This design comes from an exercise in tuning for small area and a short achievable clock period on the open sky130 flow, not from production work.
At most, simulation tests tie the RTL to the original design; equivalence was not proved.
Power is estimated from default activity; no workload was simulated.

==> inputs of harbor <==
## SDC_fft
module SDC_fft #(
    parameter width = 12
) (
    input clk, rst_n,
    input signed [width-1:0] R, I,
    output signed [width-1:0] R_out, I_out,
    output done
);
clock: 10.0 ns
lec_check: 0
abc_clock_period_in_ps: 3400
cap_margin: 20
core_margin: 2
core_utilization: 55
cts_cluster_diameter: 80
cts_cluster_size: 30
slew_margin: 20
tns_end_percent: 10
standard.sh (not shown) runs the stock make flow with config.mk's settings and CLKGATE_MAP_FILE= SYNTH_SCRIPT=/design/flow/synth_recipe.tcl, a recipe that flattens the netlist after the stock synthesis.
==> flow/flow/run.sh <==
#!/bin/bash
set -o pipefail
export SETUP_SLACK_MARGIN=6.6
bash standard.sh > standard.log 2>&1
==> sierra: changes against harbor <==
--- a/flow/design.v
+++ b/flow/design.v
@@ -3,25 +3,19 @@
 ) (
     input clk, rst_n,
     input signed [width-1:0] R, I,
     output signed [width-1:0] R_out, I_out,
     output done
 );
     reg [4:0] count;
-    reg done_r;                   
     always @(posedge clk or negedge rst_n) begin
-        if (!rst_n) begin
-            count <= 0;
-            done_r <= 1'b0;
-        end else begin
-            if (count != 27) count <= count + 1'b1;
-            done_r <= count[4] & count[3] & ~count[2] & count[1];    
-        end
+        if (!rst_n) count <= 0;
+        else if (count != 27) count <= count + 1'b1;
     end
-    assign done = done_r;
+    assign done = count[4] & count[3] & ~count[2] & count[1] & count[0];
     reg [3:0] ph;
     always @(posedge clk or negedge rst_n) begin
         if (!rst_n) ph <= 4'hf;
         else ph <= ph + 1'b1;
     end
     wire [3:0] pn = ph + 1'b1;
     wire [3:0] t1n = pn - 4'd14;        
Settings changed: CORE_UTILIZATION 55 to 40, CTS_CLUSTER_DIAMETER 80 to default, CTS_CLUSTER_SIZE 30 to default, TNS_END_PERCENT 10 to default.
==> cedar: changes against harbor <==
--- a/flow/design.v
+++ b/flow/design.v
@@ -3,25 +3,19 @@
 ) (
     input clk, rst_n,
     input signed [width-1:0] R, I,
     output signed [width-1:0] R_out, I_out,
     output done
 );
     reg [4:0] count;
-    reg done_r;                   
     always @(posedge clk or negedge rst_n) begin
-        if (!rst_n) begin
-            count <= 0;
-            done_r <= 1'b0;
-        end else begin
-            if (count != 27) count <= count + 1'b1;
-            done_r <= count[4] & count[3] & ~count[2] & count[1];    
-        end
+        if (!rst_n) count <= 0;
+        else if (count != 27) count <= count + 1'b1;
     end
-    assign done = done_r;
+    assign done = count[4] & count[3] & ~count[2] & count[1] & count[0];
     reg [3:0] ph;
     always @(posedge clk or negedge rst_n) begin
         if (!rst_n) ph <= 4'hf;
         else ph <= ph + 1'b1;
     end
     wire [3:0] pn = ph + 1'b1;
     wire [3:0] t1n = pn - 4'd14;        
==> flow/run.sh (new file) <==
#!/bin/bash
# synth_recipe.tcl (not shown) runs the flow's synth.tcl, then flattens the netlist and writes it again
# the make line also repeats each setting of config.mk as NAME=value (left out here)
make -C /OpenROAD-flow-scripts/flow DESIGN_CONFIG=/design/flow/config.mk WORK_HOME=/design/flow/orfs CLKGATE_MAP_FILE= SYNTH_SCRIPT=/design/flow/synth_recipe.tcl finish
Settings changed: ABC_CLOCK_PERIOD_IN_PS 3400 to 3500, CORE_UTILIZATION 55 to 40, CTS_CLUSTER_DIAMETER 80 to default, CTS_CLUSTER_SIZE 30 to default, SETUP_SLACK_MARGIN from default to 5, TNS_END_PERCENT 10 to default.
removed: flow/flow/run.sh
removed: flow/standard.sh
==> maple: changes against harbor <==
--- a/flow/design.v
+++ b/flow/design.v
@@ -3,25 +3,19 @@
 ) (
     input clk, rst_n,
     input signed [width-1:0] R, I,
     output signed [width-1:0] R_out, I_out,
     output done
 );
     reg [4:0] count;
-    reg done_r;                   
     always @(posedge clk or negedge rst_n) begin
-        if (!rst_n) begin
-            count <= 0;
-            done_r <= 1'b0;
-        end else begin
-            if (count != 27) count <= count + 1'b1;
-            done_r <= count[4] & count[3] & ~count[2] & count[1];    
-        end
+        if (!rst_n) count <= 0;
+        else if (count != 27) count <= count + 1'b1;
     end
-    assign done = done_r;
+    assign done = count[4] & count[3] & ~count[2] & count[1] & count[0];
     reg [3:0] ph;
     always @(posedge clk or negedge rst_n) begin
         if (!rst_n) ph <= 4'hf;
         else ph <= ph + 1'b1;
     end
     wire [3:0] pn = ph + 1'b1;
     wire [3:0] t1n = pn - 4'd14;        
Settings changed: CTS_CLUSTER_DIAMETER 80 to default, CTS_CLUSTER_SIZE 30 to default, TNS_END_PERCENT 10 to default.
==> comparison <==
Of cedar and harbor, harbor has the higher combinational power (gap about 2%, measured against harbor). Cell count, lowest first: harbor, maple, cedar, sierra. In cedar the via count is larger than in harbor, by about 0.65%. Setup slack: cedar < harbor < sierra < maple. In sequential cell count, maple and sierra do not differ. Utilization, lowest first: cedar, sierra, harbor, maple. The lowest clock-buffer cell count belongs to harbor, the highest to cedar. Fmax, highest first: maple, sierra, harbor, cedar. Critical path depth: maple is higher than harbor (2). Of harbor and maple, harbor has the higher hold slack (gap 45 ps). The lowest routed wire length belongs to cedar, the highest to maple.
==> figures <==
| quantity | maple | cedar | harbor | sierra |
|---|---|---|---|---|
| Static power due to leakage | 22.8 nW | 21.9 nW | 21.5 nW | 23.1 nW |
| Initial Util | 0.557 | 0.403 | 0.556 | 0.403 |
| Combinational-cell power consumption | 9.24 mW | 8.96 mW | 9.10 mW | 9.18 mW |
| Yosys cell types | 76 | 76 | 77 | 76 |
| Routed via count | 33000 | 31500 | 31300 | 32800 |
| Multiplexer area fraction after synthesis | 0.0360 | 0.0360 | 0.0321 | 0.0360 |
| Fraction of final layout cells with drive strength greater than 1 | 0.118 | 0.0575 | 0.0683 | 0.130 |
| Run status | no timing/DRC/antenna violations | no timing/DRC/antenna violations | no timing/DRC/antenna violations | no timing/DRC/antenna violations |
| Reg-to-reg slack, setup | 6440 ps | 5310 ps | 6320 ps | 6390 ps |
| Required time of the critical path | 10550 ps | 10560 ps | 10520 ps | 10570 ps |
| Post-Synthesis Cell Area | 44000 sq um | 44000 sq um | 43800 sq um | 44000 sq um |
| Number of ordinary inverters in the final layout | 625 | 622 | 595 | 623 |
| CP Data Arrival Time | 4120 ps | 5260 ps | 4200 ps | 4180 ps |
| Iteration-0 DRC count of the detailed router | 3403 | 2564 | 2905 | 3327 |
| Hold wc startpoint | b2r[1][7] | d1i[1][0] | d1r[3][0] | d1r[3][6] |
| Detailed-route wire length | 126000 microns | 114000 microns | 114000 microns | 122000 microns |
| Clock transition time at the flip-flop clock pins of the worst setup and hold paths | 60 ps | 60 ps | 100 ps | 60 ps |
| Global-route wire length before repair | 192000 microns | 179000 microns | 180000 microns | 188000 microns |
| Met2 routed wirelength | 55500 microns | 49300 microns | 49800 microns | 50700 microns |
| Number of instances in the placed design | 5506 | 5871 | 5493 | 5868 |
| Switching part of the total | 0.423 | 0.412 | 0.435 | 0.412 |
| Gate count after technology mapping | 4564 | 4564 | 4551 | 4564 |
| Highest-delay cell along the critical path | sky130_fd_sc_hd__fa_1 | sky130_fd_sc_hd__a2111oi_1 | sky130_fd_sc_hd__dfxtp_1 | sky130_fd_sc_hd__dfxtp_1 |
Only the layout flow was run in harbor; the RTL was not checked for function there.

* * *

==> run K <==
Another version of the RTL of SDC_fft (not shown whole).
==> flow/config.mk <==
export PLATFORM = sky130hd
export DESIGN_NAME = SDC_fft
export DESIGN_NICKNAME = SDC_fft
export VERILOG_FILES = /design/flow/design.v
export SDC_FILE = /design/flow/constraint.sdc
export NUM_CORES = 4
export LEC_CHECK = 0
export CAP_MARGIN = 20
export CORE_MARGIN = 2
export CORE_UTILIZATION = 40
export SLEW_MARGIN = 20
==> flow/constraint.sdc <==
create_clock -name core_clock -period 10.0 [get_ports {clk}]
set_input_delay 2.0000 -clock core_clock [delete_from_list [all_inputs] [get_ports {clk}]]
set_output_delay 2.0000 -clock core_clock [all_outputs]
set_load 0.01 [all_outputs]
run.sh (not shown) runs the stock make flow with config.mk's settings and CLKGATE_MAP_FILE= SYNTH_SCRIPT=/design/flow/synth_recipe.tcl, a recipe that flattens the netlist after the stock synthesis.
Stock flow here: none of the scripts above is used.
==> run P: changes against run K <==
--- a/flow/config.mk
+++ b/flow/config.mk
@@ -6,6 +6,8 @@
 export NUM_CORES = 4
 export LEC_CHECK = 0
+export ABC_CLOCK_PERIOD_IN_PS = 3500
 export CAP_MARGIN = 20
 export CORE_MARGIN = 2
 export CORE_UTILIZATION = 40
+export SETUP_SLACK_MARGIN = 5
 export SLEW_MARGIN = 20
==> results by group <==
Timing
  • RSZ-0062 raised after global routing: no
  • Skew final: 0.0390 ns

Global routing
  • GRT met1 Usage: 0.298

Detailed routing
  • Routed wl met2: 46,900 um

Final layout
  • Most frequent cells in the layout: 734 x dfxtp_1, 627 x inv_1, 344 x nor2_1, 310 x a21oi_1, 308 x fa_1

Outcome
  • Run status: no timing/DRC/antenna violations
-- figures above: run K

==> results by group <==
Outcome
  • Run status: no timing/DRC/antenna violations

Global routing
  • Initial antenna violation count: 4
  • GRT met1 Usage: 0.298

Final layout
  • Leading cell kind: multi-input combinational cells
  • Most frequent cells in the layout: 733 x dfxtp_1, 625 x inv_1, 343 x nor2_1, 309 x a21oi_1, 308 x fa_1

Timing
  • RSZ-0062 raised after global routing: yes
  • Skew final: 0.0404 ns

Synthesis
  • Mapped Nets: 5,022

Detailed routing
  • Routed wl met2: 47,000 um
-- figures above: run P


* * *

==> branch garnet: inputs <==
RTL: one of the versions met above, not the one the previous note started from.
export LEC_CHECK = 0
export ABC_CLOCK_PERIOD_IN_PS = 3400
export CAP_MARGIN = 20
export CORE_MARGIN = 2
export CORE_UTILIZATION = 55
export SLEW_MARGIN = 20
export TNS_END_PERCENT = 10
create_clock -name core_clock -period 10.0 [get_ports {clk}]
standard.sh (not shown) runs the stock make flow with config.mk's settings and CLKGATE_MAP_FILE= SYNTH_SCRIPT=/design/flow/synth_recipe.tcl, a recipe that flattens the netlist after the stock synthesis.
==> flow/flow/run.sh <==
#!/bin/bash
set -o pipefail
export SETUP_SLACK_MARGIN=6.6
bash standard.sh > standard.log 2>&1
==> branch violet (differences from branch garnet) <==
--- a/flow/design.v
+++ b/flow/design.v
@@ -2,27 +2,21 @@
     parameter width = 12
 ) (
     input clk, rst_n,
     input signed [width-1:0] R, I,
     output signed [width-1:0] R_out, I_out,
     output done
 );
     reg [4:0] count;
-    reg done_r;                   
     always @(posedge clk or negedge rst_n) begin
-        if (!rst_n) begin
-            count <= 0;
-            done_r <= 1'b0;
-        end else begin
-            if (count != 27) count <= count + 1'b1;
-            done_r <= count[4] & count[3] & ~count[2] & count[1];    
-        end
+        if (!rst_n) count <= 0;
+        else if (count != 27) count <= count + 1'b1;
     end
-    assign done = done_r;
+    assign done = count[4] & count[3] & ~count[2] & count[1] & count[0];
     reg [3:0] ph;
     always @(posedge clk or negedge rst_n) begin
         if (!rst_n) ph <= 4'hf;
         else ph <= ph + 1'b1;
     end
     wire [3:0] pn = ph + 1'b1;
     wire [3:0] t1n = pn - 4'd14;        
     wire [3:0] t2n = pn - 4'd11;        
CORE_UTILIZATION = 40   (was 55)
==> comparison <==
- Against branch garnet, the clock skew of branch violet is higher by 14 ps.
- Against branch violet, the hold slack of branch garnet is higher by 34 ps.
- In branch violet the wire length is larger than in branch garnet, by about 1.9%.
- Against branch violet, the flip-flop and latch count of branch garnet is higher by 1.
- Sequential power: branch garnet is larger than branch violet (about 1%).
- In branch violet the non-clock buffer count is higher than in branch garnet, by 11.
- Of branch garnet and branch violet, branch violet has the higher die area (gap 27%, measured against branch violet).
- In branch garnet the global-route usage is higher than in branch violet, by 7.8 points.
- Setup slack: branch garnet is lower than branch violet (23 ps).
- Final cell count: branch violet is larger than branch garnet (7.0%).
==> figures <==
| metric | branch garnet | branch violet |
|---|---|---|
| Status | no timing/DRC/antenna violations | no timing/DRC/antenna violations |
| Timing endpoint of the critical path | d1ic[15] | d1rc[12] |
| Global-route wire length before repair | 183 mm | 184 mm |
| Critical Path Source | sel1d[3] | d1r[5][7] |
| Area of the die | 81900 µm² | 113000 µm² |
| Met2 GRT Util | 0.449 | 0.307 |
| Non-Filler Instances | 5704 | 6106 |
| Origin of the worst min-delay path | b1r[0][11] | d1i[2][0] |
| Worst Clk Skew | 34.3 ps | 48.7 ps |
| Synthesized-area fraction occupied by xor and xnor cells | 0.0426 | 0.0420 |
| Critical register-to-register path startpoint | sel1d[3] | d1r[5][7] |
| Reported clock group power | 3400 µW | 3660 µW |
| Detailed-route wire length per cell | 20.5 µm | 19.5 µm |
| Pin count of the biggest net entering global routing | 85 | 88 |
| Post-Synthesis Net Count | 5200 | 5213 |
| Internal | 10900 µW | 11100 µW |
| Number of instances in the synthesized netlist | 4551 | 4564 |
| Post-route clock period utilization | 0.361 | 0.359 |
| Clock latency on the worst-skew pair | 660 ps | 670 ps |
| Number of well taps | 1050 | 1414 |
| Power density cells | 374 nW/µm² | 368 nW/µm² |
The RTL of branch garnet was laid out without a check of its function.

-- re-timing with driven ports --
In the flow no input, the clock included, has a driving cell. The finished layouts below were timed again as built, in two steps. Step 1 (the two cells are an assumption about what drives the block):
set clk [get_ports {clk}]
set_driving_cell -lib_cell sky130_fd_sc_hd__clkbuf_16 $clk
set_driving_cell -lib_cell sky130_fd_sc_hd__buf_2 [delete_from_list [all_inputs] $clk]
Step 2 moves the port delays by t, midway between the first and last clock arrival at a register: inputs arrive t later, outputs are due t later. That takes back most of the time a late clock gives input paths. Three values: no drivers, after step 1, after step 2; two values: the first two.
run | t, ns | setup WS [ns] | worst hold slack (ns) | worst register clock-pin slew, ns | worst slew at a driven data input, ns
harbor | 0.674 | 6.315 / 6.315 / 6.315 | 0.313 / 0.313 / 0.313 | 0.11 / 0.11 | 0.04
sierra | 0.747 | 6.395 / 6.395 / 6.395 | 0.303 / 0.303 / 0.303 | 0.06 / 0.06 | 0.05
cedar | 0.720 | 5.306 / 5.306 / 5.306 | 0.266 / 0.266 / 0.266 | 0.06 / 0.06 | 0.06
maple | 0.713 | 6.436 / 6.383 / 6.436 | 0.268 / 0.268 / 0.268 | 0.07 / 0.07 | 0.05
run K | 0.706 | 3.872 / 3.872 / 3.872 | 0.311 / 0.311 / 0.311 | 0.08 / 0.08 | 0.09
run P | 0.707 | 5.075 / 5.075 / 5.075 | 0.311 / 0.311 / 0.311 | 0.08 / 0.08 | 0.09
branch garnet | 0.703 | 6.388 / 6.385 / 6.388 | 0.318 / 0.318 / 0.318 | 0.07 / 0.07 | 0.04
branch violet | 0.716 | 6.411 / 6.400 / 6.411 | 0.284 / 0.284 / 0.284 | 0.07 / 0.07 | 0.05
After both steps setup and hold are still met in every run listed.
